Source: an optimization exercise on an open RTL-to-GDS flow (aim: small area and a short achievable clock period). Production flows keep margins and buffers that such runs may drop. Function was checked by simulation only, so behaviour that the tests miss may differ from the original. Power is estimated from default activity; no workload was simulated.

$ cat flow/constraint.sdc
create_clock -name core_clock -period 6.5 [get_ports {clk}]
set_input_delay 1.3000 -clock core_clock [delete_from_list [all_inputs] [get_ports {clk}]]
set_output_delay 1.3000 -clock core_clock [all_outputs]
set_load 0.01 [all_outputs]
$ cat flow/standard.sh
#!/bin/bash
# synth_recipe.tcl (not shown) runs the flow's synth.tcl, then flattens the netlist and writes it again
# the make line also repeats each setting of config.mk as NAME=value (left out here)
make -C /OpenROAD-flow-scripts/flow DESIGN_CONFIG=/design/flow/config.mk WORK_HOME=/design/flow/orfs CLKGATE_MAP_FILE= SYNTH_SCRIPT=/design/flow/synth_recipe.tcl "${@:-finish}"
$ cat flow/config.mk
export PLATFORM = sky130hd
export DESIGN_NAME = bolt_exec
export DESIGN_NICKNAME = bolt_exec
export VERILOG_FILES = /design/flow/design.v
export SDC_FILE = /design/flow/constraint.sdc
export NUM_CORES = 4
export LEC_CHECK = 0
export ABC_AREA = 1
export CAP_MARGIN = 20
export CORE_MARGIN = 2
export CORE_UTILIZATION = 40
export HOLD_SLACK_MARGIN = 0
export SETUP_SLACK_MARGIN = 3.1
export SLEW_MARGIN = 20
export DONT_USE_CELLS += sky130_fd_sc_hd__fa_1 sky130_fd_sc_hd__fa_2 sky130_fd_sc_hd__fa_4 sky130_fd_sc_hd__ha_1 sky130_fd_sc_hd__ha_2 sky130_fd_sc_hd__ha_4
export BUFFER_PORTS_ARGS = -buffer_cell sky130_fd_sc_hd__buf_1
$ cat flow/flow/run.sh
#!/bin/bash
# Layout flow: the standard layout (standard.sh), with two changes to how the
# cells are chosen:
#  - the full and half adder cells are not used, so Yosys does not pre-map adder
#    bits to them and abc maps the whole datapath itself;
#  - the buffer that buffer_ports puts on every input and output port is buf_1.
# Every tool's full output goes to standard.log (make) and the ORFS logs under orfs/logs.
set -euo pipefail
cat >> config.mk <<'CFG'
export DONT_USE_CELLS += sky130_fd_sc_hd__fa_1 sky130_fd_sc_hd__fa_2 sky130_fd_sc_hd__fa_4 sky130_fd_sc_hd__ha_1 sky130_fd_sc_hd__ha_2 sky130_fd_sc_hd__ha_4
export BUFFER_PORTS_ARGS = -buffer_cell sky130_fd_sc_hd__buf_1
CFG
bash standard.sh > standard.log 2>&1
$ cat flow/design.v
module pfx_main (
    input  logic [31:0] g,
    input  logic [31:0] p,
    output logic [31:0] G
);
    wire g1_1 = g[1] | (p[1] & g[0]);
    wire p1_1 = p[1] & p[0];
    wire g1_3 = g[3] | (p[3] & g[2]);
    wire p1_3 = p[3] & p[2];
    wire g1_5 = g[5] | (p[5] & g[4]);
    wire p1_5 = p[5] & p[4];
    wire g1_7 = g[7] | (p[7] & g[6]);
    wire p1_7 = p[7] & p[6];
    wire g1_9 = g[9] | (p[9] & g[8]);
    wire p1_9 = p[9] & p[8];
    wire g1_11 = g[11] | (p[11] & g[10]);
    wire p1_11 = p[11] & p[10];
    wire g1_13 = g[13] | (p[13] & g[12]);
    wire p1_13 = p[13] & p[12];
    wire g1_15 = g[15] | (p[15] & g[14]);
    wire p1_15 = p[15] & p[14];
    wire g1_17 = g[17] | (p[17] & g[16]);
    wire p1_17 = p[17] & p[16];
    wire g1_19 = g[19] | (p[19] & g[18]);
    wire p1_19 = p[19] & p[18];
    wire g1_21 = g[21] | (p[21] & g[20]);
    wire p1_21 = p[21] & p[20];
    wire g1_23 = g[23] | (p[23] & g[22]);
    wire p1_23 = p[23] & p[22];
    wire g1_25 = g[25] | (p[25] & g[24]);
    wire p1_25 = p[25] & p[24];
    wire g1_27 = g[27] | (p[27] & g[26]);
    wire p1_27 = p[27] & p[26];
    wire g1_29 = g[29] | (p[29] & g[28]);
    wire p1_29 = p[29] & p[28];
    wire g1_31 = g[31] | (p[31] & g[30]);
    wire p1_31 = p[31] & p[30];
    wire g2_2 = g[2] | (p[2] & g1_1);
    wire p2_2 = p[2] & p1_1;
    wire g2_3 = g1_3 | (p1_3 & g1_1);
    wire p2_3 = p1_3 & p1_1;
    wire g2_6 = g[6] | (p[6] & g1_5);
    wire p2_6 = p[6] & p1_5;
    wire g2_7 = g1_7 | (p1_7 & g1_5);
    wire p2_7 = p1_7 & p1_5;
    wire g2_10 = g[10] | (p[10] & g1_9);
    wire p2_10 = p[10] & p1_9;
    wire g2_11 = g1_11 | (p1_11 & g1_9);
    wire p2_11 = p1_11 & p1_9;
    wire g2_14 = g[14] | (p[14] & g1_13);
    wire p2_14 = p[14] & p1_13;
    wire g2_15 = g1_15 | (p1_15 & g1_13);
    wire p2_15 = p1_15 & p1_13;
    wire g2_18 = g[18] | (p[18] & g1_17);
    wire p2_18 = p[18] & p1_17;
    wire g2_19 = g1_19 | (p1_19 & g1_17);
    wire p2_19 = p1_19 & p1_17;
    wire g2_22 = g[22] | (p[22] & g1_21);
    wire p2_22 = p[22] & p1_21;
    wire g2_23 = g1_23 | (p1_23 & g1_21);
    wire p2_23 = p1_23 & p1_21;
    wire g2_26 = g[26] | (p[26] & g1_25);
    wire p2_26 = p[26] & p1_25;
    wire g2_27 = g1_27 | (p1_27 & g1_25);
    wire p2_27 = p1_27 & p1_25;
    wire g2_30 = g[30] | (p[30] & g1_29);
    wire p2_30 = p[30] & p1_29;
    wire g2_31 = g1_31 | (p1_31 & g1_29);
    wire p2_31 = p1_31 & p1_29;
    wire g3_4 = g[4] | (p[4] & g2_3);
    wire p3_4 = p[4] & p2_3;
    wire g3_5 = g1_5 | (p1_5 & g2_3);
    wire p3_5 = p1_5 & p2_3;
    wire g3_6 = g2_6 | (p2_6 & g2_3);
    wire p3_6 = p2_6 & p2_3;
    wire g3_7 = g2_7 | (p2_7 & g2_3);
    wire p3_7 = p2_7 & p2_3;
    wire g3_12 = g[12] | (p[12] & g2_11);
    wire p3_12 = p[12] & p2_11;
    wire g3_13 = g1_13 | (p1_13 & g2_11);
    wire p3_13 = p1_13 & p2_11;
    wire g3_14 = g2_14 | (p2_14 & g2_11);
    wire p3_14 = p2_14 & p2_11;
    wire g3_15 = g2_15 | (p2_15 & g2_11);
    wire p3_15 = p2_15 & p2_11;
    wire g3_20 = g[20] | (p[20] & g2_19);
    wire p3_20 = p[20] & p2_19;
    wire g3_21 = g1_21 | (p1_21 & g2_19);
    wire p3_21 = p1_21 & p2_19;
    wire g3_22 = g2_22 | (p2_22 & g2_19);
    wire p3_22 = p2_22 & p2_19;
    wire g3_23 = g2_23 | (p2_23 & g2_19);
    wire p3_23 = p2_23 & p2_19;
    wire g3_28 = g[28] | (p[28] & g2_27);
    wire p3_28 = p[28] & p2_27;
    wire g3_29 = g1_29 | (p1_29 & g2_27);
    wire p3_29 = p1_29 & p2_27;
    wire g3_30 = g2_30 | (p2_30 & g2_27);
    wire p3_30 = p2_30 & p2_27;
    wire g3_31 = g2_31 | (p2_31 & g2_27);
    wire p3_31 = p2_31 & p2_27;
    wire g4_8 = g[8] | (p[8] & g3_7);
    wire p4_8 = p[8] & p3_7;
    wire g4_9 = g1_9 | (p1_9 & g3_7);
    wire p4_9 = p1_9 & p3_7;
    wire g4_10 = g2_10 | (p2_10 & g3_7);
    wire p4_10 = p2_10 & p3_7;
    wire g4_11 = g2_11 | (p2_11 & g3_7);
    wire p4_11 = p2_11 & p3_7;
    wire g4_12 = g3_12 | (p3_12 & g3_7);
    wire p4_12 = p3_12 & p3_7;
    wire g4_13 = g3_13 | (p3_13 & g3_7);
    wire p4_13 = p3_13 & p3_7;
    wire g4_14 = g3_14 | (p3_14 & g3_7);
    wire p4_14 = p3_14 & p3_7;
    wire g4_15 = g3_15 | (p3_15 & g3_7);
    wire p4_15 = p3_15 & p3_7;
    wire g4_24 = g[24] | (p[24] & g3_23);
    wire p4_24 = p[24] & p3_23;
    wire g4_25 = g1_25 | (p1_25 & g3_23);
    wire p4_25 = p1_25 & p3_23;
    wire g4_26 = g2_26 | (p2_26 & g3_23);
    wire p4_26 = p2_26 & p3_23;
    wire g4_27 = g2_27 | (p2_27 & g3_23);
    wire p4_27 = p2_27 & p3_23;
    wire g4_28 = g3_28 | (p3_28 & g3_23);
    wire p4_28 = p3_28 & p3_23;
    wire g4_29 = g3_29 | (p3_29 & g3_23);
    wire p4_29 = p3_29 & p3_23;
    wire g4_30 = g3_30 | (p3_30 & g3_23);
    wire p4_30 = p3_30 & p3_23;
    wire g4_31 = g3_31 | (p3_31 & g3_23);
    wire p4_31 = p3_31 & p3_23;
    wire g5_16 = g[16] | (p[16] & g4_15);
    wire p5_16 = p[16] & p4_15;
    wire g5_17 = g1_17 | (p1_17 & g4_15);
    wire p5_17 = p1_17 & p4_15;
    wire g5_18 = g2_18 | (p2_18 & g4_15);
    wire p5_18 = p2_18 & p4_15;
    wire g5_19 = g2_19 | (p2_19 & g4_15);
    wire p5_19 = p2_19 & p4_15;
    wire g5_20 = g3_20 | (p3_20 & g4_15);
    wire p5_20 = p3_20 & p4_15;
    wire g5_21 = g3_21 | (p3_21 & g4_15);
    wire p5_21 = p3_21 & p4_15;
    wire g5_22 = g3_22 | (p3_22 & g4_15);
    wire p5_22 = p3_22 & p4_15;
    wire g5_23 = g3_23 | (p3_23 & g4_15);
    wire p5_23 = p3_23 & p4_15;
    wire g5_24 = g4_24 | (p4_24 & g4_15);
    wire p5_24 = p4_24 & p4_15;
    wire g5_25 = g4_25 | (p4_25 & g4_15);
    wire p5_25 = p4_25 & p4_15;
    wire g5_26 = g4_26 | (p4_26 & g4_15);
    wire p5_26 = p4_26 & p4_15;
    wire g5_27 = g4_27 | (p4_27 & g4_15);
    wire p5_27 = p4_27 & p4_15;
    wire g5_28 = g4_28 | (p4_28 & g4_15);
    wire p5_28 = p4_28 & p4_15;
    wire g5_29 = g4_29 | (p4_29 & g4_15);
    wire p5_29 = p4_29 & p4_15;
    wire g5_30 = g4_30 | (p4_30 & g4_15);
    wire p5_30 = p4_30 & p4_15;
    wire g5_31 = g4_31 | (p4_31 & g4_15);
    wire p5_31 = p4_31 & p4_15;
    assign G[0] = g[0];
    assign G[1] = g1_1;
    assign G[2] = g2_2;
    assign G[3] = g2_3;
    assign G[4] = g3_4;
    assign G[5] = g3_5;
    assign G[6] = g3_6;
    assign G[7] = g3_7;
    assign G[8] = g4_8;
    assign G[9] = g4_9;
    assign G[10] = g4_10;
    assign G[11] = g4_11;
    assign G[12] = g4_12;
    assign G[13] = g4_13;
    assign G[14] = g4_14;
    assign G[15] = g4_15;
    assign G[16] = g5_16;
    assign G[17] = g5_17;
    assign G[18] = g5_18;
    assign G[19] = g5_19;
    assign G[20] = g5_20;
    assign G[21] = g5_21;
    assign G[22] = g5_22;
    assign G[23] = g5_23;
    assign G[24] = g5_24;
    assign G[25] = g5_25;
    assign G[26] = g5_26;
    assign G[27] = g5_27;
    assign G[28] = g5_28;
    assign G[29] = g5_29;
    assign G[30] = g5_30;
    assign G[31] = g5_31;
endmodule
module pfx_tgt (
    input  logic [30:0] g,
    input  logic [30:0] p,
    output logic [30:0] G
);
    wire g1_1 = g[1] | (p[1] & g[0]);
    wire p1_1 = p[1] & p[0];
    wire g1_3 = g[3] | (p[3] & g[2]);
    wire p1_3 = p[3] & p[2];
    wire g1_5 = g[5] | (p[5] & g[4]);
    wire p1_5 = p[5] & p[4];
    wire g1_7 = g[7] | (p[7] & g[6]);
    wire p1_7 = p[7] & p[6];
    wire g1_9 = g[9] | (p[9] & g[8]);
    wire p1_9 = p[9] & p[8];
    wire g1_11 = g[11] | (p[11] & g[10]);
    wire p1_11 = p[11] & p[10];
    wire g1_13 = g[13] | (p[13] & g[12]);
    wire p1_13 = p[13] & p[12];
    wire g1_15 = g[15] | (p[15] & g[14]);
    wire p1_15 = p[15] & p[14];
    wire g1_17 = g[17] | (p[17] & g[16]);
    wire p1_17 = p[17] & p[16];
    wire g1_19 = g[19] | (p[19] & g[18]);
    wire p1_19 = p[19] & p[18];
    wire g1_21 = g[21] | (p[21] & g[20]);
    wire p1_21 = p[21] & p[20];
    wire g1_23 = g[23] | (p[23] & g[22]);
    wire p1_23 = p[23] & p[22];
    wire g1_25 = g[25] | (p[25] & g[24]);
    wire p1_25 = p[25] & p[24];
    wire g1_27 = g[27] | (p[27] & g[26]);
    wire p1_27 = p[27] & p[26];
    wire g1_29 = g[29] | (p[29] & g[28]);
    wire p1_29 = p[29] & p[28];
    wire g2_3 = g1_3 | (p1_3 & g1_1);
    wire p2_3 = p1_3 & p1_1;
    wire g2_7 = g1_7 | (p1_7 & g1_5);
    wire p2_7 = p1_7 & p1_5;
    wire g2_11 = g1_11 | (p1_11 & g1_9);
    wire p2_11 = p1_11 & p1_9;
    wire g2_15 = g1_15 | (p1_15 & g1_13);
    wire p2_15 = p1_15 & p1_13;
    wire g2_19 = g1_19 | (p1_19 & g1_17);
    wire p2_19 = p1_19 & p1_17;
    wire g2_23 = g1_23 | (p1_23 & g1_21);
    wire p2_23 = p1_23 & p1_21;
    wire g2_27 = g1_27 | (p1_27 & g1_25);
    wire p2_27 = p1_27 & p1_25;
    wire g3_7 = g2_7 | (p2_7 & g2_3);
    wire p3_7 = p2_7 & p2_3;
    wire g3_15 = g2_15 | (p2_15 & g2_11);
    wire p3_15 = p2_15 & p2_11;
    wire g3_23 = g2_23 | (p2_23 & g2_19);
    wire p3_23 = p2_23 & p2_19;
    wire g4_15 = g3_15 | (p3_15 & g3_7);
    wire p4_15 = p3_15 & p3_7;
    wire g6_23 = g3_23 | (p3_23 & g4_15);
    wire p6_23 = p3_23 & p4_15;
    wire g7_11 = g2_11 | (p2_11 & g3_7);
    wire p7_11 = p2_11 & p3_7;
    wire g7_19 = g2_19 | (p2_19 & g4_15);
    wire p7_19 = p2_19 & p4_15;
    wire g7_27 = g2_27 | (p2_27 & g6_23);
    wire p7_27 = p2_27 & p6_23;
    wire g8_5 = g1_5 | (p1_5 & g2_3);
    wire p8_5 = p1_5 & p2_3;
    wire g8_9 = g1_9 | (p1_9 & g3_7);
    wire p8_9 = p1_9 & p3_7;
    wire g8_13 = g1_13 | (p1_13 & g7_11);
    wire p8_13 = p1_13 & p7_11;
    wire g8_17 = g1_17 | (p1_17 & g4_15);
    wire p8_17 = p1_17 & p4_15;
    wire g8_21 = g1_21 | (p1_21 & g7_19);
    wire p8_21 = p1_21 & p7_19;
    wire g8_25 = g1_25 | (p1_25 & g6_23);
    wire p8_25 = p1_25 & p6_23;
    wire g8_29 = g1_29 | (p1_29 & g7_27);
    wire p8_29 = p1_29 & p7_27;
    wire g9_2 = g[2] | (p[2] & g1_1);
    wire p9_2 = p[2] & p1_1;
    wire g9_4 = g[4] | (p[4] & g2_3);
    wire p9_4 = p[4] & p2_3;
    wire g9_6 = g[6] | (p[6] & g8_5);
    wire p9_6 = p[6] & p8_5;
    wire g9_8 = g[8] | (p[8] & g3_7);
    wire p9_8 = p[8] & p3_7;
    wire g9_10 = g[10] | (p[10] & g8_9);
    wire p9_10 = p[10] & p8_9;
    wire g9_12 = g[12] | (p[12] & g7_11);
    wire p9_12 = p[12] & p7_11;
    wire g9_14 = g[14] | (p[14] & g8_13);
    wire p9_14 = p[14] & p8_13;
    wire g9_16 = g[16] | (p[16] & g4_15);
    wire p9_16 = p[16] & p4_15;
    wire g9_18 = g[18] | (p[18] & g8_17);
    wire p9_18 = p[18] & p8_17;
    wire g9_20 = g[20] | (p[20] & g7_19);
    wire p9_20 = p[20] & p7_19;
    wire g9_22 = g[22] | (p[22] & g8_21);
    wire p9_22 = p[22] & p8_21;
    wire g9_24 = g[24] | (p[24] & g6_23);
    wire p9_24 = p[24] & p6_23;
    wire g9_26 = g[26] | (p[26] & g8_25);
    wire p9_26 = p[26] & p8_25;
    wire g9_28 = g[28] | (p[28] & g7_27);
    wire p9_28 = p[28] & p7_27;
    wire g9_30 = g[30] | (p[30] & g8_29);
    wire p9_30 = p[30] & p8_29;
    assign G[0] = g[0];
    assign G[1] = g1_1;
    assign G[2] = g9_2;
    assign G[3] = g2_3;
    assign G[4] = g9_4;
    assign G[5] = g8_5;
    assign G[6] = g9_6;
    assign G[7] = g3_7;
    assign G[8] = g9_8;
    assign G[9] = g8_9;
    assign G[10] = g9_10;
    assign G[11] = g7_11;
    assign G[12] = g9_12;
    assign G[13] = g8_13;
    assign G[14] = g9_14;
    assign G[15] = g4_15;
    assign G[16] = g9_16;
    assign G[17] = g8_17;
    assign G[18] = g9_18;
    assign G[19] = g7_19;
    assign G[20] = g9_20;
    assign G[21] = g8_21;
    assign G[22] = g9_22;
    assign G[23] = g6_23;
    assign G[24] = g9_24;
    assign G[25] = g8_25;
    assign G[26] = g9_26;
    assign G[27] = g7_27;
    assign G[28] = g9_28;
    assign G[29] = g8_29;
    assign G[30] = g9_30;
endmodule
module pfx_inc (
    input  logic [29:0] g,
    input  logic [29:0] p,
    output logic [29:0] G
);
    wire g1_1 = g[1] | (p[1] & g[0]);
    wire p1_1 = p[1] & p[0];
    wire g1_3 = g[3] | (p[3] & g[2]);
    wire p1_3 = p[3] & p[2];
    wire g1_5 = g[5] | (p[5] & g[4]);
    wire p1_5 = p[5] & p[4];
    wire g1_7 = g[7] | (p[7] & g[6]);
    wire p1_7 = p[7] & p[6];
    wire g1_9 = g[9] | (p[9] & g[8]);
    wire p1_9 = p[9] & p[8];
    wire g1_11 = g[11] | (p[11] & g[10]);
    wire p1_11 = p[11] & p[10];
    wire g1_13 = g[13] | (p[13] & g[12]);
    wire p1_13 = p[13] & p[12];
    wire g1_15 = g[15] | (p[15] & g[14]);
    wire p1_15 = p[15] & p[14];
    wire g1_17 = g[17] | (p[17] & g[16]);
    wire p1_17 = p[17] & p[16];
    wire g1_19 = g[19] | (p[19] & g[18]);
    wire p1_19 = p[19] & p[18];
    wire g1_21 = g[21] | (p[21] & g[20]);
    wire p1_21 = p[21] & p[20];
    wire g1_23 = g[23] | (p[23] & g[22]);
    wire p1_23 = p[23] & p[22];
    wire g1_25 = g[25] | (p[25] & g[24]);
    wire p1_25 = p[25] & p[24];
    wire g1_27 = g[27] | (p[27] & g[26]);
    wire p1_27 = p[27] & p[26];
    wire g1_29 = g[29] | (p[29] & g[28]);
    wire p1_29 = p[29] & p[28];
    wire g2_3 = g1_3 | (p1_3 & g1_1);
    wire p2_3 = p1_3 & p1_1;
    wire g2_7 = g1_7 | (p1_7 & g1_5);
    wire p2_7 = p1_7 & p1_5;
    wire g2_11 = g1_11 | (p1_11 & g1_9);
    wire p2_11 = p1_11 & p1_9;
    wire g2_15 = g1_15 | (p1_15 & g1_13);
    wire p2_15 = p1_15 & p1_13;
    wire g2_19 = g1_19 | (p1_19 & g1_17);
    wire p2_19 = p1_19 & p1_17;
    wire g2_23 = g1_23 | (p1_23 & g1_21);
    wire p2_23 = p1_23 & p1_21;
    wire g2_27 = g1_27 | (p1_27 & g1_25);
    wire p2_27 = p1_27 & p1_25;
    wire g3_7 = g2_7 | (p2_7 & g2_3);
    wire p3_7 = p2_7 & p2_3;
    wire g3_15 = g2_15 | (p2_15 & g2_11);
    wire p3_15 = p2_15 & p2_11;
    wire g3_23 = g2_23 | (p2_23 & g2_19);
    wire p3_23 = p2_23 & p2_19;
    wire g4_15 = g3_15 | (p3_15 & g3_7);
    wire p4_15 = p3_15 & p3_7;
    wire g6_23 = g3_23 | (p3_23 & g4_15);
    wire p6_23 = p3_23 & p4_15;
    wire g7_11 = g2_11 | (p2_11 & g3_7);
    wire p7_11 = p2_11 & p3_7;
    wire g7_19 = g2_19 | (p2_19 & g4_15);
    wire p7_19 = p2_19 & p4_15;
    wire g7_27 = g2_27 | (p2_27 & g6_23);
    wire p7_27 = p2_27 & p6_23;
    wire g8_5 = g1_5 | (p1_5 & g2_3);
    wire p8_5 = p1_5 & p2_3;
    wire g8_9 = g1_9 | (p1_9 & g3_7);
    wire p8_9 = p1_9 & p3_7;
    wire g8_13 = g1_13 | (p1_13 & g7_11);
    wire p8_13 = p1_13 & p7_11;
    wire g8_17 = g1_17 | (p1_17 & g4_15);
    wire p8_17 = p1_17 & p4_15;
    wire g8_21 = g1_21 | (p1_21 & g7_19);
    wire p8_21 = p1_21 & p7_19;
    wire g8_25 = g1_25 | (p1_25 & g6_23);
    wire p8_25 = p1_25 & p6_23;
    wire g8_29 = g1_29 | (p1_29 & g7_27);
    wire p8_29 = p1_29 & p7_27;
    wire g9_2 = g[2] | (p[2] & g1_1);
    wire p9_2 = p[2] & p1_1;
    wire g9_4 = g[4] | (p[4] & g2_3);
    wire p9_4 = p[4] & p2_3;
    wire g9_6 = g[6] | (p[6] & g8_5);
    wire p9_6 = p[6] & p8_5;
    wire g9_8 = g[8] | (p[8] & g3_7);
    wire p9_8 = p[8] & p3_7;
    wire g9_10 = g[10] | (p[10] & g8_9);
    wire p9_10 = p[10] & p8_9;
    wire g9_12 = g[12] | (p[12] & g7_11);
    wire p9_12 = p[12] & p7_11;
    wire g9_14 = g[14] | (p[14] & g8_13);
    wire p9_14 = p[14] & p8_13;
    wire g9_16 = g[16] | (p[16] & g4_15);
    wire p9_16 = p[16] & p4_15;
    wire g9_18 = g[18] | (p[18] & g8_17);
    wire p9_18 = p[18] & p8_17;
    wire g9_20 = g[20] | (p[20] & g7_19);
    wire p9_20 = p[20] & p7_19;
    wire g9_22 = g[22] | (p[22] & g8_21);
    wire p9_22 = p[22] & p8_21;
    wire g9_24 = g[24] | (p[24] & g6_23);
    wire p9_24 = p[24] & p6_23;
    wire g9_26 = g[26] | (p[26] & g8_25);
    wire p9_26 = p[26] & p8_25;
    wire g9_28 = g[28] | (p[28] & g7_27);
    wire p9_28 = p[28] & p7_27;
    assign G[0] = g[0];
    assign G[1] = g1_1;
    assign G[2] = g9_2;
    assign G[3] = g2_3;
    assign G[4] = g9_4;
    assign G[5] = g8_5;
    assign G[6] = g9_6;
    assign G[7] = g3_7;
    assign G[8] = g9_8;
    assign G[9] = g8_9;
    assign G[10] = g9_10;
    assign G[11] = g7_11;
    assign G[12] = g9_12;
    assign G[13] = g8_13;
    assign G[14] = g9_14;
    assign G[15] = g4_15;
    assign G[16] = g9_16;
    assign G[17] = g8_17;
    assign G[18] = g9_18;
    assign G[19] = g7_19;
    assign G[20] = g9_20;
    assign G[21] = g8_21;
    assign G[22] = g9_22;
    assign G[23] = g6_23;
    assign G[24] = g9_24;
    assign G[25] = g8_25;
    assign G[26] = g9_26;
    assign G[27] = g7_27;
    assign G[28] = g9_28;
    assign G[29] = g8_29;
endmodule
module pfx_cmp (
    input  logic [31:0] g,
    input  logic [31:0] p,
    output logic [31:0] G
);
    wire g1_1 = g[1] | (p[1] & g[0]);
    wire p1_1 = p[1] & p[0];
    wire g1_3 = g[3] | (p[3] & g[2]);
    wire p1_3 = p[3] & p[2];
    wire g1_5 = g[5] | (p[5] & g[4]);
    wire p1_5 = p[5] & p[4];
    wire g1_7 = g[7] | (p[7] & g[6]);
    wire p1_7 = p[7] & p[6];
    wire g1_9 = g[9] | (p[9] & g[8]);
    wire p1_9 = p[9] & p[8];
    wire g1_11 = g[11] | (p[11] & g[10]);
    wire p1_11 = p[11] & p[10];
    wire g1_13 = g[13] | (p[13] & g[12]);
    wire p1_13 = p[13] & p[12];
    wire g1_15 = g[15] | (p[15] & g[14]);
    wire p1_15 = p[15] & p[14];
    wire g1_17 = g[17] | (p[17] & g[16]);
    wire p1_17 = p[17] & p[16];
    wire g1_19 = g[19] | (p[19] & g[18]);
    wire p1_19 = p[19] & p[18];
    wire g1_21 = g[21] | (p[21] & g[20]);
    wire p1_21 = p[21] & p[20];
    wire g1_23 = g[23] | (p[23] & g[22]);
    wire p1_23 = p[23] & p[22];
    wire g1_25 = g[25] | (p[25] & g[24]);
    wire p1_25 = p[25] & p[24];
    wire g1_27 = g[27] | (p[27] & g[26]);
    wire p1_27 = p[27] & p[26];
    wire g1_29 = g[29] | (p[29] & g[28]);
    wire p1_29 = p[29] & p[28];
    wire g1_31 = g[31] | (p[31] & g[30]);
    wire p1_31 = p[31] & p[30];
    wire g2_2 = g[2] | (p[2] & g1_1);
    wire p2_2 = p[2] & p1_1;
    wire g2_3 = g1_3 | (p1_3 & g1_1);
    wire p2_3 = p1_3 & p1_1;
    wire g2_6 = g[6] | (p[6] & g1_5);
    wire p2_6 = p[6] & p1_5;
    wire g2_7 = g1_7 | (p1_7 & g1_5);
    wire p2_7 = p1_7 & p1_5;
    wire g2_10 = g[10] | (p[10] & g1_9);
    wire p2_10 = p[10] & p1_9;
    wire g2_11 = g1_11 | (p1_11 & g1_9);
    wire p2_11 = p1_11 & p1_9;
    wire g2_14 = g[14] | (p[14] & g1_13);
    wire p2_14 = p[14] & p1_13;
    wire g2_15 = g1_15 | (p1_15 & g1_13);
    wire p2_15 = p1_15 & p1_13;
    wire g2_18 = g[18] | (p[18] & g1_17);
    wire p2_18 = p[18] & p1_17;
    wire g2_19 = g1_19 | (p1_19 & g1_17);
    wire p2_19 = p1_19 & p1_17;
    wire g2_22 = g[22] | (p[22] & g1_21);
    wire p2_22 = p[22] & p1_21;
    wire g2_23 = g1_23 | (p1_23 & g1_21);
    wire p2_23 = p1_23 & p1_21;
    wire g2_26 = g[26] | (p[26] & g1_25);
    wire p2_26 = p[26] & p1_25;
    wire g2_27 = g1_27 | (p1_27 & g1_25);
    wire p2_27 = p1_27 & p1_25;
    wire g2_30 = g[30] | (p[30] & g1_29);
    wire p2_30 = p[30] & p1_29;
    wire g2_31 = g1_31 | (p1_31 & g1_29);
    wire p2_31 = p1_31 & p1_29;
    wire g3_4 = g[4] | (p[4] & g2_3);
    wire p3_4 = p[4] & p2_3;
    wire g3_5 = g1_5 | (p1_5 & g2_3);
    wire p3_5 = p1_5 & p2_3;
    wire g3_6 = g2_6 | (p2_6 & g2_3);
    wire p3_6 = p2_6 & p2_3;
    wire g3_7 = g2_7 | (p2_7 & g2_3);
    wire p3_7 = p2_7 & p2_3;
    wire g3_12 = g[12] | (p[12] & g2_11);
    wire p3_12 = p[12] & p2_11;
    wire g3_13 = g1_13 | (p1_13 & g2_11);
    wire p3_13 = p1_13 & p2_11;
    wire g3_14 = g2_14 | (p2_14 & g2_11);
    wire p3_14 = p2_14 & p2_11;
    wire g3_15 = g2_15 | (p2_15 & g2_11);
    wire p3_15 = p2_15 & p2_11;
    wire g3_20 = g[20] | (p[20] & g2_19);
    wire p3_20 = p[20] & p2_19;
    wire g3_21 = g1_21 | (p1_21 & g2_19);
    wire p3_21 = p1_21 & p2_19;
    wire g3_22 = g2_22 | (p2_22 & g2_19);
    wire p3_22 = p2_22 & p2_19;
    wire g3_23 = g2_23 | (p2_23 & g2_19);
    wire p3_23 = p2_23 & p2_19;
    wire g3_28 = g[28] | (p[28] & g2_27);
    wire p3_28 = p[28] & p2_27;
    wire g3_29 = g1_29 | (p1_29 & g2_27);
    wire p3_29 = p1_29 & p2_27;
    wire g3_30 = g2_30 | (p2_30 & g2_27);
    wire p3_30 = p2_30 & p2_27;
    wire g3_31 = g2_31 | (p2_31 & g2_27);
    wire p3_31 = p2_31 & p2_27;
    wire g4_8 = g[8] | (p[8] & g3_7);
    wire p4_8 = p[8] & p3_7;
    wire g4_9 = g1_9 | (p1_9 & g3_7);
    wire p4_9 = p1_9 & p3_7;
    wire g4_10 = g2_10 | (p2_10 & g3_7);
    wire p4_10 = p2_10 & p3_7;
    wire g4_11 = g2_11 | (p2_11 & g3_7);
    wire p4_11 = p2_11 & p3_7;
    wire g4_12 = g3_12 | (p3_12 & g3_7);
    wire p4_12 = p3_12 & p3_7;
    wire g4_13 = g3_13 | (p3_13 & g3_7);
    wire p4_13 = p3_13 & p3_7;
    wire g4_14 = g3_14 | (p3_14 & g3_7);
    wire p4_14 = p3_14 & p3_7;
    wire g4_15 = g3_15 | (p3_15 & g3_7);
    wire p4_15 = p3_15 & p3_7;
    wire g4_24 = g[24] | (p[24] & g3_23);
    wire p4_24 = p[24] & p3_23;
    wire g4_25 = g1_25 | (p1_25 & g3_23);
    wire p4_25 = p1_25 & p3_23;
    wire g4_26 = g2_26 | (p2_26 & g3_23);
    wire p4_26 = p2_26 & p3_23;
    wire g4_27 = g2_27 | (p2_27 & g3_23);
    wire p4_27 = p2_27 & p3_23;
    wire g4_28 = g3_28 | (p3_28 & g3_23);
    wire p4_28 = p3_28 & p3_23;
    wire g4_29 = g3_29 | (p3_29 & g3_23);
    wire p4_29 = p3_29 & p3_23;
    wire g4_30 = g3_30 | (p3_30 & g3_23);
    wire p4_30 = p3_30 & p3_23;
    wire g4_31 = g3_31 | (p3_31 & g3_23);
    wire p4_31 = p3_31 & p3_23;
    wire g5_16 = g[16] | (p[16] & g4_15);
    wire p5_16 = p[16] & p4_15;
    wire g5_17 = g1_17 | (p1_17 & g4_15);
    wire p5_17 = p1_17 & p4_15;
    wire g5_18 = g2_18 | (p2_18 & g4_15);
    wire p5_18 = p2_18 & p4_15;
    wire g5_19 = g2_19 | (p2_19 & g4_15);
    wire p5_19 = p2_19 & p4_15;
    wire g5_20 = g3_20 | (p3_20 & g4_15);
    wire p5_20 = p3_20 & p4_15;
    wire g5_21 = g3_21 | (p3_21 & g4_15);
    wire p5_21 = p3_21 & p4_15;
    wire g5_22 = g3_22 | (p3_22 & g4_15);
    wire p5_22 = p3_22 & p4_15;
    wire g5_23 = g3_23 | (p3_23 & g4_15);
    wire p5_23 = p3_23 & p4_15;
    wire g5_24 = g4_24 | (p4_24 & g4_15);
    wire p5_24 = p4_24 & p4_15;
    wire g5_25 = g4_25 | (p4_25 & g4_15);
    wire p5_25 = p4_25 & p4_15;
    wire g5_26 = g4_26 | (p4_26 & g4_15);
    wire p5_26 = p4_26 & p4_15;
    wire g5_27 = g4_27 | (p4_27 & g4_15);
    wire p5_27 = p4_27 & p4_15;
    wire g5_28 = g4_28 | (p4_28 & g4_15);
    wire p5_28 = p4_28 & p4_15;
    wire g5_29 = g4_29 | (p4_29 & g4_15);
    wire p5_29 = p4_29 & p4_15;
    wire g5_30 = g4_30 | (p4_30 & g4_15);
    wire p5_30 = p4_30 & p4_15;
    wire g5_31 = g4_31 | (p4_31 & g4_15);
    wire p5_31 = p4_31 & p4_15;
    assign G[0] = g[0];
    assign G[1] = g1_1;
    assign G[2] = g2_2;
    assign G[3] = g2_3;
    assign G[4] = g3_4;
    assign G[5] = g3_5;
    assign G[6] = g3_6;
    assign G[7] = g3_7;
    assign G[8] = g4_8;
    assign G[9] = g4_9;
    assign G[10] = g4_10;
    assign G[11] = g4_11;
    assign G[12] = g4_12;
    assign G[13] = g4_13;
    assign G[14] = g4_14;
    assign G[15] = g4_15;
    assign G[16] = g5_16;
    assign G[17] = g5_17;
    assign G[18] = g5_18;
    assign G[19] = g5_19;
    assign G[20] = g5_20;
    assign G[21] = g5_21;
    assign G[22] = g5_22;
    assign G[23] = g5_23;
    assign G[24] = g5_24;
    assign G[25] = g5_25;
    assign G[26] = g5_26;
    assign G[27] = g5_27;
    assign G[28] = g5_28;
    assign G[29] = g5_29;
    assign G[30] = g5_30;
    assign G[31] = g5_31;
endmodule
module bolt_exec (
    input  logic        clk,
    input  logic        rst,      
    input  logic [31:0] instr,    
    input  logic [31:0] rs1,      
    input  logic [31:0] rs2,      
    input  logic [31:0] pc,       
    output logic [31:0] result,   
    output logic [31:0] next_pc,  
    output logic        branch,   
    output logic        reg_wr,   
    output logic        mem_wr,   
    output logic        mem_rd    
);
    logic [6:0] op;
    logic [2:0] f3;
    logic [6:0] f7;
    assign op = instr[6:0];
    assign f3 = instr[14:12];
    assign f7 = instr[31:25];
    logic op03, op13, op17, op23, op33, op37, op63, op67, op6f, op1b, op3b;
    assign op03 = (op == 7'h03);
    assign op13 = (op == 7'h13);
    assign op17 = (op == 7'h17);
    assign op23 = (op == 7'h23);
    assign op33 = (op == 7'h33);
    assign op37 = (op == 7'h37);
    assign op63 = (op == 7'h63);
    assign op67 = (op == 7'h67);
    assign op6f = (op == 7'h6F);
    assign op1b = (op == 7'h1B);
    assign op3b = (op == 7'h3B);
    logic i31, f7z, f7s;
    assign i31 = instr[31];
    assign f7z = (f7 == 7'h00);
    assign f7s = (f7 == 7'h20);
    logic use_rs2, is_s, sub;
    assign use_rs2 = op[5] & op[4];
    assign is_s    = ~op[6] & op[5];
    assign sub     = (op[4] & ~f3[2] & f3[1]) | (op[4] & op[5] & instr[30]);
    logic [31:0] bv, bx, ap, ag, sum;
    logic        cout;
    assign bv = use_rs2 ? rs2 : {{20{i31}}, instr[31:25], is_s ? instr[11:7] : instr[24:20]};
    assign bx = bv ^ {32{sub}};
    assign ap = rs1 ^ bx;    
    assign ag = rs1 & bx;    
    logic [31:0] aG;
    pfx_main u_add (.g({ag[31:1], ag[0] | (ap[0] & sub)}), .p(ap), .G(aG));
    assign sum  = ap ^ {aG[30:0], sub};
    assign cout = aG[31];
    logic ltu, lts;          
    assign ltu = ~cout;
    assign lts = ltu ^ rs1[31] ^ bv[31];
    logic [31:0] bxe, bG;
    logic bltu, blts, beq;
    assign bxe  = rs1 ^ rs2;
    pfx_cmp u_cmp (.g(bxe & rs2), .p(~bxe), .G(bG));
    assign bltu = bG[31];
    assign blts = bltu ^ rs1[31] ^ rs2[31];
    assign beq  = ~|bxe;
    logic        left;
    logic [31:0] shin, sho;
    logic [4:0]  sh;
    assign left = ~f3[2];
    assign sh   = bv[4:0];
    for (genvar i = 0; i < 32; i++) begin : rev
        assign shin[i] = left ? rs1[31-i] : rs1[i];
    end
    assign sho = $signed({instr[30] & rs1[31] & ~left, shin}) >>> sh;
    logic [31:0] timm, tgt, pc4;
    assign timm[0]     = 1'b0;
    assign timm[4:1]   = ~op[6] ? 4'd0 : (op[3] ? instr[24:21] : instr[11:8]);
    assign timm[10:5]  = ~op[6] ? 6'd0 : instr[30:25];
    assign timm[11]    = ~op[6] ? 1'b0 : (op[3] ? instr[20] : instr[7]);
    assign timm[19:12] = (op[6] & ~op[3]) ? {8{i31}} : instr[19:12];
    assign timm[30:20] = ~op[6] ? instr[30:20] : {11{i31}};
    assign timm[31]    = i31;
    assign tgt[0] = pc[0];
    logic [30:0] tp, tG;
    assign tp = pc[31:1] ^ timm[31:1];
    pfx_tgt u_tgt (.g(pc[31:1] & timm[31:1]), .p(tp), .G(tG));
    assign tgt[31:1] = tp ^ {tG[29:0], 1'b0};
    logic [29:0] iG;
    assign pc4[1:0] = pc[1:0];
    pfx_inc u_inc (.g({29'd0, pc[2]}), .p(pc[31:2]), .G(iG));
    assign pc4[31:2] = pc[31:2] ^ {iG[28:0], 1'b1};
    logic cond, taken;
    assign cond  = f3[2] ? ((f3[1] ? bltu : blts) ^ f3[0]) : (~f3[1] & (beq ^ f3[0]));
    assign taken = op63 & cond;
    logic alu_i, r_ok;
    logic s_sum, s_shl, s_shr, s_slt, s_sltu, s_xor, s_or, s_and, s_tgt, s_lui, s_pc4, s_hold;
    assign alu_i = op13 | op33;
    assign r_ok  = op13 | f7z;    
    assign s_sum  = ~rst & ((op03 & (f3 != 3'd7)) | (op23 & ~f3[2])
                          | (f3 == 3'd0 & (op13 | (op33 & (f7z | f7s))))) ;
    assign s_shl  = ~rst & alu_i & (f3 == 3'd1) & f7z;
    assign s_slt  = ~rst & alu_i & (f3 == 3'd2) & r_ok;
    assign s_sltu = ~rst & alu_i & (f3 == 3'd3) & r_ok;
    assign s_xor  = ~rst & alu_i & (f3 == 3'd4) & r_ok;
    assign s_shr  = ~rst & alu_i & (f3 == 3'd5) & (f7z | f7s);
    assign s_or   = ~rst & alu_i & (f3 == 3'd6) & r_ok;
    assign s_and  = ~rst & alu_i & (f3 == 3'd7) & r_ok;
    assign s_tgt  = ~rst & op17;
    assign s_lui  = ~rst & op37;
    assign s_pc4  = ~rst & (op6f | (op67 & (f3 == 3'd0)));
    assign s_hold = ~rst & ~(s_sum | s_shl | s_slt | s_sltu | s_xor | s_shr | s_or | s_and
                             | s_tgt | s_lui | s_pc4);
    logic [31:0] rval, luiv, shl;
    assign luiv = {instr[31:12], 12'd0};
    for (genvar i = 0; i < 32; i++) begin : rshl
        assign shl[i] = sho[31-i];
    end
    assign rval = ({32{s_sum}} & sum) | ({32{s_shl}} & shl) | ({32{s_shr}} & sho)
                | ({32{s_xor | s_or}} & ap) | ({32{s_or | s_and}} & ag)
                | ({32{s_tgt}} & tgt) | ({32{s_lui}} & luiv) | ({32{s_pc4}} & pc4)
                | ({32{s_hold}} & result)
                | {31'd0, (s_slt & lts) | (s_sltu & ltu)};
    logic jalr, n_tgt, n_sum, n_pc4;
    logic [31:0] nval;
    assign jalr  = op67 & (f3 == 3'd0);
    assign n_tgt = ~rst & (taken | op6f);
    assign n_sum = ~rst & jalr;
    assign n_pc4 = ~rst & ~(taken | op6f | jalr);
    assign nval  = ({32{n_tgt}} & tgt) | ({32{n_sum}} & {sum[31:1], 1'b0}) | ({32{n_pc4}} & pc4);
    logic wr;
    assign wr = op33 | op3b | op13 | op1b | op67 | op03 | op17 | op6f | op37;
    always_ff @(posedge clk) begin
        result  <= rval;
        next_pc <= nval;
        branch  <= ~rst & taken;
        reg_wr  <= ~rst & wr;
        mem_wr  <= ~rst & op23;
        mem_rd  <= ~rst & op03;
    end
endmodule
==> run notes, run 1 <==
- Run status: no timing/DRC/antenna violations
- PD cells: 161 mW/mm^2
- Yosys top cell area share: 23.3%
- WP data required: 6.80 ns
- Combinational power share: 59.6%
- R2R depth: 5
- Ratio of cells with drive above 1 in the final layout: 25.7%
- P_leak: 0.00768 uW
- Hold Crit Class: reg2reg
- Met2 wire len: 27700 um
- Setup TNS Final: 0 ns
- Max Cap Viol: 0
- First-pass DRT Iterations: 8
- Achievable clock frequency: 287 MHz
- Post-synth top area cell: nand2_1
- Min Tclk post-route: 3.49 ns
- Die area: 0.0304 mm^2
- Number of synthesized flops with an enable pin: 0
- Internal power: 1340 uW
- Clock power share: 23.6%
- Seq pwr share: 16.8%
- Clk_skew: 0 ns
- Num CTS Buffers: 9
- Crit end category: flip-flop
- Clk pin slew, worst setup/hold paths: 0.07 ns
- Starting density of the core: 40.5%
- Switching share of power: 49.0%
- Vias/cell: 5.96
- Relative slew margins: 59.2%
- Die width: 174 um
- Top Metal Used: met4
- Area growth syn-to-layout: 41.0%
- Max FO, Critical Path: 11
- Wire per inst: 24.0 um
- Crit Path Category: in2reg
- Worst-Margin Slew: 0.610 ns
- Antenna diode count: 0
- GRT overflow: 0
- Starting DRC count in detailed routing: 2282
- Total GRT Usage: 42.2%
- Yosys synthesis warning count: 1
- HPWL Detailed: 49300 um
- Core area: 0.0286 mm^2
- Worst flop-to-flop path startpoint: result[20]
- Gpl congestion: 1.09
- RSZ-0062 raised after global routing: true
- Final hold violation count: 0
- Top_reg_cell synth: dfxtp_1
- Sequential share of the synthesized area: 11.7%
- Max VDD drop: 0.101 mV
- Worst EP arrival: 3.79 ns
- Worst R2R Setup Slack: 5.38 ns
- Synth cell types: 55
- CTS tree: yes
- I/O Pins: 198
- Most area-consuming cells after synthesis: nand2_1 (23%), nand3_1 (13%), dfxtp_1 (12%)
- Fin crit share: 53.6%
- Buffers on Ports: 197
- Post-synth ARST share: 0%
- Worst setup SP type: input pin
- Synth Register Bits: 68
- Util after Layout: 57.1%
- Cell Rows: 62
- Antenna violations before repair: 0
- Vias in the first global route: 14800
- Final worst slack: 3.01 ns
- Hold endpoint: result[3]
- Commonest cells post-synth: nand2_1 (719), nand3_1 (293), inv_1 (239)
- DRT met1 WL: 27500 um
- Largest net degree at the start of global routing: 72
- Post-Syn Instances: 2195
- CTS root buf: clkbuf_16
- Post-Syn Area per Cell: 5.28 um^2
- Metal3 WL: 8670 um
- Leading cell type by number of instances after synthesis: nand2_1
- Endpoints failing setup: 0
- Clock Latency Late Sink: 0.36 ns
- Post-Syn Area: 0.0116 mm^2
- Clk sinks: 68
- First-pass GRT wire length: 95200 um
- Vias post-DR: 17200
- Worst R2R End: result[20]
- Syn Nets: 2325
- Tot Pwr: 2630 uW
- Hold Crit Start: result[3]
- Pre-CTS setup slack: 0.831 ns
- DRC viols: 0
- Layout Nets: 2626
- Hold path cells: 2
- Die height: 174 um
- CTS Buffer Depth: 2
- H-Tree Depth: 3
- Net Switching: 1290 uW
- Detailed Route WL: 69100 um
- Post-route ant nets: 0
- Slew Viols, Final: 0
==> how the worst max path moves through the flow <==
stage	from	end	slack, ns	depth (start not counted)
after floorplan	instr[14]	result[27]	3.20	21
after global placement	instr[5]	result[29]	0.77	18
after detailed placement	instr[5]	result[29]	0.83	16
after CTS	instr[1]	result[20]	3.06	16
after global routing	instr[6]	result[29]	3.00	23
final	instr[20]	result[17]	3.01	15
==> sequential cells by signal, indices dropped and copies added, names as in the netlist <==
| signal | count |
|---|---|
| next_pc | 32 |
| result | 32 |
| branch | 1 |
| mem_rd | 1 |
| mem_wr | 1 |
| reg_wr | 1 |
==> layout by cell type, fill, tap and decap left out, types with 28 or more instances in the layout <==
cell type,n
nand2_1,631
nand3_1,249
inv_1,207
buf_1,166
nor2_1,135
buf_4,119
nand2_2,80
o21ai_0,79
dfxtp_1,68
a21oi_1,58
o21ai_1,56
o21ai_2,51
nand2_4,44
xor2_1,42
o211ai_1,39
nand3_2,38
inv_2,30
nand4_1,28
==> kinds of logic (layout without fill, tap and decap cells) <==
| logic type | count (synthesis) | in the layout | share of synthesized area, % |
|---|---|---|---|
| flops | 68 | 68 | 11.7 |
| xor+xnor | 81 | 81 | 6.57 |
| simple gates | 1326 | 1349 | 50.0 |
| buf+inv | 349 | 632 | 12.8 |
| mux | 6 | 6 | 0.518 |
| compound gates | 365 | 365 | 18.3 |
==> power by group through the flow <==
stage,Sequential (uW),Clock [uW],Combinational (uW)
3_5_place_dp,450,0,1100
4_1_cts,441,616,1270
2_1_floorplan,457,0,760
3_3_place_gp,450,0,1100
5_1_grt,442,633,1650
6_report,441,619,1570
==> stage by stage <==
stage               hold slack, ns  std cells  cell area (um^2)
floorplan                    0.528       2195             11600
global placement             0.498       2717             12500
detailed placement           0.500       2717             12500
CTS                          0.515       2814             14400
global route                 0.531       2885             16400
finish                       0.519       2885             16400
==> what timing repair did <==
action	4_1_cts	5_1_grt
setup endpoints to repair	63	63
buffers inserted	59	58
gates cloned	22	13
gates resized for setup	239	362
hold buffers	0	0
pin swaps	45	86
hold endpoints to repair	0	0
==> area by class of cell <==
cell class	instances	area, um^2
clock inverter	4	95.1
timing repair buffer	345	2330
tap	384	480
sequential	68	1360
inverter	264	1130
multi-input combinational	1801	10600
clock buffer	12	256
fill	2969	12300
timing repair inverter	7	56.3
==> layer usage <==
metal,up-vias,track usage [%]
li1,7820,-
met1,7846,57.9
met2,1277,61.0
met3,252,8.55
met4,0,24.1
met5,-,0
==> critical path, cell delays in order <==
cell	delay [ns]
buf_2	0.16
inv_1	0.24
nand2_2	0.12
nand3_4	0.17
nand2_4	0.14
nand2_1	0.11
o21ai_0	0.16
or2_2	0.36
o211ai_1	0.16
nand3_2	0.18
nand3_2	0.15
nand2_1	0.06
o21ai_1	0.25
a21oi_1	0.08
nand3_1	0.12
==> run 2: changes to the inputs <==
--- a/flow/config.mk
+++ b/flow/config.mk
@@ -10,7 +10,7 @@
 export CORE_MARGIN = 2
 export CORE_UTILIZATION = 40
 export HOLD_SLACK_MARGIN = 0
-export SETUP_SLACK_MARGIN = 3.1
+export SETUP_SLACK_MARGIN = 2.5
 export SLEW_MARGIN = 20
 export DONT_USE_CELLS += sky130_fd_sc_hd__fa_1 sky130_fd_sc_hd__fa_2 sky130_fd_sc_hd__fa_4 sky130_fd_sc_hd__ha_1 sky130_fd_sc_hd__ha_2 sky130_fd_sc_hd__ha_4
 export BUFFER_PORTS_ARGS = -buffer_cell sky130_fd_sc_hd__buf_1
==> run 2 against run 1 <==
Hold slack got worse by 0.0032 ns. Global-route usage fell by 3.2 points. Final cell count fell by 4.8%. Sequential power barely moved. Non-clock buffer count fell by 115. Die area did not move. Critical path depth fell by 3. Sequential share of layout area rose by 1.9 points. Synthesized cell count did not move. Critical path type unchanged. Critical endpoint is now result[20]. Largest power group unchanged. Highest routed layer unchanged.
==> run notes, run 2 <==
- Relative slew margins: 42.5%
- Syn Nets: 2325
- Synth Register Bits: 68
- Vias post-DR: 15900
- Crit path max-delay family: simple AND/OR/NAND/NOR gates
- R2R depth: 5
- Post-CTS Hold Buffers: 0
- CTS Buffer Depth: 2
- Post-synth top area cell: nand2_1
- Clk pin slew, worst setup/hold paths: 0.06 ns
- Most frequent cells in the layout: nand2_1 (709), nand3_1 (290), inv_1 (235)
- Worst setup SP type: input pin
- Max VDD drop: 0.101 mV
- Post-Syn Area per Cell: 5.28 um^2
- Core area: 0.0286 mm^2
- Clk sinks: 68
- WP data required: 6.80 ns
- P_leak: 0.00647 uW
- Die height: 174 um
- First-pass DRT Iterations: 6
- Util after Layout: 46.4%
- Sequential share of the synthesized area: 11.7%
- I/O Pins: 198
- CTS tree: yes
- Detailed Route WL: 61600 um
- Final hold violation count: 0
- Vias in the first global route: 13900
- Hold Crit Start: result[3]
- Crit-path cells: buf_1, nand3_1, nor2_1, nand2_1, nor3_2, inv_1, o22ai_1, a21oi_1, nand2_1, nand3b_1, nor2_1, nand3_1
- Most common cell after layout, fill and taps aside: nand2_1
- Yosys top cell area share: 23.3%
- Leading cell type by number of instances after synthesis: nand2_1
- Worst hold slack: 0.516 ns
- Vias/cell: 5.77
- Cell Rows: 62
- Post-Syn Area: 0.0116 mm^2
- Clk_skew: 0 ns
- CTS root buf: clkbuf_16
- Yosys synthesis warning count: 1
- HPWL Detailed: 49300 um
- Min Tclk post-route: 3.96 ns
- H-Tree Depth: 3
- Slew Viols, Final: 0
- Top_reg_cell synth: dfxtp_1
- Hold Crit Class: reg2reg
- First-pass GRT wire length: 88400 um
- Die width: 174 um
- Run status: no timing/DRC/antenna violations
- Hold path cells: 2
- Post-synth ARST share: 0%
- Worst flop-to-flop path startpoint: result[20]
- Worst R2R End: result[20]
- Number of synthesized flops with an enable pin: 0
- Largest net degree at the start of global routing: 72
- Commonest cells post-synth: nand2_1 (719), nand3_1 (293), inv_1 (239)
- Antenna diode count: 0
- Starting density of the core: 40.5%
- Wire per inst: 22.4 um
- FF+latch area: 0.00136 mm^2
- Synth cell types: 55
- Setup TNS Final: 0 ns
- Max Cap Viol: 0
- GRT overflow: 0
- Area of the multi-input gates: 0.00900 mm^2
- Most area-consuming cells after synthesis: nand2_1 (23%), nand3_1 (13%), dfxtp_1 (12%)
- Fin crit share: 60.9%
- Final worst slack: 2.54 ns
- Num CTS Buffers: 9
- Gpl congestion: 1.09
- Die area: 0.0304 mm^2
- Starting DRC count in detailed routing: 1793
- Worst R2R Setup Slack: 5.36 ns
- Worst-Margin Slew: 0.860 ns
- Slowest CP cell: nor3_2
- Post-Syn Instances: 2195
- Fill cells: 3261
- Crit end category: flip-flop
- Max FO, Critical Path: 12
- DRC viols: 0
- Slowest Stage Delay on Critical Path: 0.64 ns
- Endpoints failing setup: 0
- Crit Path Category: in2reg
- Layout Nets: 2487
- Ratio of cells with drive above 1 in the final layout: 9.23%
- Hold endpoint: result[3]
- Largest regs: next_pc x32, result x32
- Post-route ant nets: 0
- Total GRT Usage: 38.9%
- Pre-CTS setup slack: 0.831 ns
- Antenna violations before repair: 1
- PD cells: 169 mW/mm^2
- Clock Latency Late Sink: 0.36 ns
- Area growth syn-to-layout: 14.5%
- Buffers on Ports: 197
- Worst EP arrival: 4.26 ns
- Achievable clock frequency: 253 MHz
- RSZ-0062 raised after global routing: true
- CP Buf/Inv Count: 2
[run 2: cell types whose count changed in the layout (fill, tap and decap cells not counted), sizes merged]
cell	change
buf	-101
bufbuf	-2
clkbuf	-12
clkinv	-1
clkinvlp	-10
inv	+6
nand2	-19
[run 2: final cells by class]
| cell class | count | area share (%) |
|---|---|---|
| clock buffers | 12 | 1.93 |
| repair inverters | 2 | 0.113 |
| well taps | 384 | 3.62 |
| repair buffers | 230 | 7.81 |
| clock inverters | 4 | 0.716 |
| flip-flops and latches | 68 | 10.3 |
| multi-input cells | 1782 | 67.8 |
| inverters | 264 | 7.80 |
[run 2: cell families after synthesis]
family                    synth area share [%]
AOI/OAI and AO/OA                         18.3
xor gates and xnor gates                  6.57
buffers and inverters                     12.8
DFF                                       11.7
muxes                                    0.518
and+or+nand+nor                           50.0
[run 2: how the worst max path moves through the flow]
stage / to / cells past startpoint / from
floorplan: result[27] / 21 / instr[14]
global placement: result[29] / 18 / instr[5]
detailed placement: result[29] / 16 / instr[5]
CTS: result[29] / 20 / instr[6]
global route: result[29] / 21 / instr[28]
finish: result[20] / 12 / instr[2]
[run 2: through the flow]
step	power, uW	cells	area (um^2)
finish	2250	2746	13300
global route	2360	2746	13300
CTS	2180	2737	13000
detailed placement	1550	2717	12500
global placement	1550	2717	12500
floorplan	1220	2195	11600
[run 2: repair_timing]
| item | in CTS | in global routing |
|---|---|---|
| gates resized for setup | 38 | 52 |
| buffers inserted | 1 | 6 |
| pin swaps | 1 | 5 |
| endpoints found under the setup margin | 63 | 61 |
| gates cloned | 3 | 3 |
[run 2: power by group]
group          internal, uW  switching (uW)  total [uW]
Sequential              434            7.31         441
Clock                   396             222         619
Combinational           330             857        1190
Total                  1160            1090        2250
[run 2: routing by layer]
metal  GRT usage (%)  part of all wire [%]  wire (um)  vias up
met2            57.0                    41      25200     1015
met1            54.9                    43      26200     7225
met5               0                     0          0        -
met4            17.6                   4.9       3040        0
li1                -                     -          -     7505
met3            7.52                    12       7090      113
[run 2: tightest hold or removal path: stages, from the launching register on]
cell	delay [ns]
dfxtp_1	0.33
a21oi_1	0.07
nand4_1	0.08
==> run 3: changes to the inputs <==
--- a/flow/config.mk
+++ b/flow/config.mk
@@ -10,7 +10,7 @@
 export CORE_MARGIN = 2
 export CORE_UTILIZATION = 40
 export HOLD_SLACK_MARGIN = 0
-export SETUP_SLACK_MARGIN = 2.5
+export SETUP_SLACK_MARGIN = 2.8
 export SLEW_MARGIN = 20
 export DONT_USE_CELLS += sky130_fd_sc_hd__fa_1 sky130_fd_sc_hd__fa_2 sky130_fd_sc_hd__fa_4 sky130_fd_sc_hd__ha_1 sky130_fd_sc_hd__ha_2 sky130_fd_sc_hd__ha_4
 export BUFFER_PORTS_ARGS = -buffer_cell sky130_fd_sc_hd__buf_1
==> run 3 against run 2 <==
Still clean on timing, DRC and antenna. Clock skew unchanged. Clock-buffer cell count unchanged. Critical path depth up 5. Synthesized cell count unchanged.
==> run notes, run 3 <==
- Run status: no timing/DRC/antenna violations
- Clk_skew: 0 ns
- Worst EP arrival: 4.01 ns
- Max VDD drop: 0.0999 mV
- R2R depth: 5
- FF+latch area: 0.00136 mm^2
- Die width: 174 um
- Max FO, Critical Path: 11
- Post-Syn Area per Cell: 5.28 um^2
- Internal power: 1200 uW
- Die height: 174 um
- Worst R2R End: result[20]
- Area of the multi-input gates: 0.00941 mm^2
- Core area: 0.0286 mm^2
- Slew Viols, Final: 0
- Starting DRC count in detailed routing: 2176
- Detailed Route WL: 64100 um
- Hold Crit Start: result[3]
- Worst setup SP type: input pin
- Gpl congestion: 1.09
- Post-synth ARST share: 0%
- Clock Latency Late Sink: 0.36 ns
- Number of synthesized flops with an enable pin: 0
- Worst-Margin Slew: 0.728 ns
- Worst R2R Setup Slack: 5.32 ns
- Hold path cells: 2
- Antenna violations before repair: 0
- Switching share of power: 48.7%
- Cell Rows: 62
- Post-Syn Instances: 2195
- Crit Path Category: in2reg
- Vias in the first global route: 14100
- Vias/cell: 5.82
- Placed inst area: 0.0125 mm^2
- Fin crit share: 57.9%
- First-pass GRT wire length: 89700 um
- RSZ-0062 raised after global routing: true
- Worst flop-to-flop path startpoint: result[20]
- Combinational power share: 54.5%
- Buffers on Ports: 197
- Clk pin slew, worst setup/hold paths: 0.06 ns
- GRT overflow: 0
- Syn Nets: 2325
- WP data required: 6.74 ns
- Endpoints failing setup: 0
- Commonest cells post-synth: nand2_1 (719), nand3_1 (293), inv_1 (239)
- HPWL Detailed: 49300 um
- Sequential share of the synthesized area: 11.7%
- Clock power share: 26.5%
- Max Cap Viol: 0
- Hold endpoint: result[3]
- Yosys top cell area share: 23.3%
- Non-filler cells, final: 2790
- CTS tree: yes
- Most common cell after layout, fill and taps aside: nand2_1
- CTS root buf: clkbuf_16
- Ratio of cells with drive above 1 in the final layout: 13.3%
- Most frequent cells in the layout: nand2_1 (694), nand3_1 (285), inv_1 (229)
- Placed cell count: 2717
- I/O Pins: 198
- Synth Register Bits: 68
- Post-CTS Hold Buffers: 0
- P_leak: 0.00683 uW
- Relative slew margins: 51.4%
- Setup TNS Final: 0 ns
- Seq pwr share: 18.9%
- Yosys synthesis warning count: 1
- Leading cell type by number of instances after synthesis: nand2_1
- Crit end category: flip-flop
- Largest net degree at the start of global routing: 72
- Fill cells: 3178
- Total GRT Usage: 39.5%
- Synth cell types: 55
- Layout Nets: 2531
- Cell area after layout: 0.0141 mm^2
- Antenna diode count: 0
- Final hold violation count: 0
- Largest regs: next_pc x32, result x32
- CTS Buffer Depth: 2
- Most area-consuming cells after synthesis: nand2_1 (23%), nand3_1 (13%), dfxtp_1 (12%)
- Area growth syn-to-layout: 21.8%
- Wire per inst: 23.0 um
- Post-route ant nets: 0
- DRC viols: 0
- Hold Crit Class: reg2reg
- PD cells: 165 mW/mm^2
- H-Tree Depth: 3
- Vias post-DR: 16200
- Achievable clock frequency: 266 MHz
- Die area: 0.0304 mm^2
- Post-synth top area cell: nand2_1
- Num CTS Buffers: 9
- Post-Syn Area: 0.0116 mm^2
- Starting density of the core: 40.5%
- Top_reg_cell synth: dfxtp_1
- Clk sinks: 68
- Min Tclk post-route: 3.76 ns
- Tot Pwr: 2330 uW
- First-pass DRT Iterations: 6
- Net Switching: 1130 uW
run 3: cell counts after synthesis:
No cell type changed its count.
run 3: logic make-up (layout without fill, tap and decap cells):
logic type             Yosys count  after routing  synth area share [%]
AND/OR/NAND/NOR               1326           1338                  50.0
flip-flops                      68             68                  11.7
multiplexers                     6              6                 0.518
AO/OA/AOI/OAI                  365            365                  18.3
buffers and inverters          349            548                  12.8
XOR/XNOR                        81             81                  6.57
run 3: worst max path at each step:
stage | start | to | slack [ns] | cells past startpoint
floorplan | instr[14] | result[27] | 3.20 | 21
global placement | instr[5] | result[29] | 0.77 | 18
detailed placement | instr[5] | result[29] | 0.83 | 16
CTS | instr[6] | result[16] | 2.80 | 19
global route | instr[21] | result[29] | 2.75 | 22
finish | instr[27] | result[20] | 2.74 | 17
run 3: layout make-up:
class	count	area share (%)
well taps	384	3.40
clock inverters	4	0.673
repair buffers	264	10.0
clock buffers	12	1.82
multi-input cells	1790	66.6
flip-flops and latches	68	9.64
inverters	264	7.63
repair inverters	4	0.221
run 3: power groups by stage:
| stage | Combinational, uW | Clock (uW) | Sequential (uW) |
|---|---|---|---|
| 6_report | 1270 | 619 | 441 |
| 5_1_grt | 1370 | 632 | 442 |
| 4_1_cts | 1150 | 616 | 441 |
| 3_5_place_dp | 1100 | 0 | 450 |
| 3_3_place_gp | 1100 | 0 | 450 |
| 2_1_floorplan | 760 | 0 | 457 |
run 3: metal layers:
| metal | track usage [%] | routed length, um |
|---|---|---|
| met4 | 19.6 | 3590 |
| met5 | 0 | 0 |
| met1 | 54.9 | 26800 |
| met2 | 57.6 | 26200 |
| met3 | 8.40 | 7520 |
run 3: worst max-delay path, cell delays in order:
cell and delay, ns:
buf_1 0.07, buf_4 0.18, inv_1 0.28, nand4_1 0.33, o22ai_2 0.30, nand3_1 0.15
buf_12 0.17, nand4_1 0.07, nor2_1 0.07, nand2_2 0.10, clkinv_4 0.10, buf_6 0.16
nand2_1 0.10, nand2_1 0.08, nand3b_1 0.29, nor2_1 0.16, nand3_1 0.08
run 3: repair_timing:
action / in CTS / in global routing
pin swaps: 10 / 27
resized for setup: 92 / 127
endpoints found under the hold margin: 0 / 0
cloned: 6 / 11
endpoints found under the setup margin: 63 / 61
buffers inserted: 9 / 31
run 3: per-stage QoR:
step | hold slack, ns | utilization, % | worst slack [ns]
after global placement | 0.498 | 43.8 | 0.773
after CTS | 0.515 | 46.5 | 2.80
after detailed placement | 0.500 | 43.8 | 0.831
final | 0.515 | 49.3 | 2.74
after global routing | 0.531 | 49.3 | 2.75
after floorplan | 0.528 | - | 3.20

[separate check: timing with driven ports]
Ports are ideal in the flow. The routed layouts listed here were re-timed in OpenROAD.
Step 1 (the two cells are an assumption about what drives the block):
set clk [get_ports {clk}]
set_driving_cell -lib_cell sky130_fd_sc_hd__clkbuf_16 $clk
set_driving_cell -lib_cell sky130_fd_sc_hd__buf_2 [delete_from_list [all_inputs] $clk]
Step 2 times the ports against the registers' clock, not the clock port: input delays grow and output delays shrink by t, the midpoint of the rising clock arrivals with the driver on.
Slacks: ideal / step 1 / step 2; pairs: ideal / step 1.
run	t (ns)	setup WS [ns]	worst hold slack (ns)	worst slew at a driven data input, ns	cell pins on the clock port's net
run 1	0.402	3.015 / 3.026 / 2.624	0.519 / 0.519 / 0.519	0.13	1
run 2	0.405	2.545 / 2.567 / 2.162	0.516 / 0.516 / 0.516	0.07	1
run 3	0.400	2.736 / 2.762 / 2.362	0.515 / 0.515 / 0.515	0.10	1
After both steps every run listed still meets setup and hold. The setup slack of run 1, which loses most, moves by +0.011 ns with the drivers and by -0.391 ns with both steps.
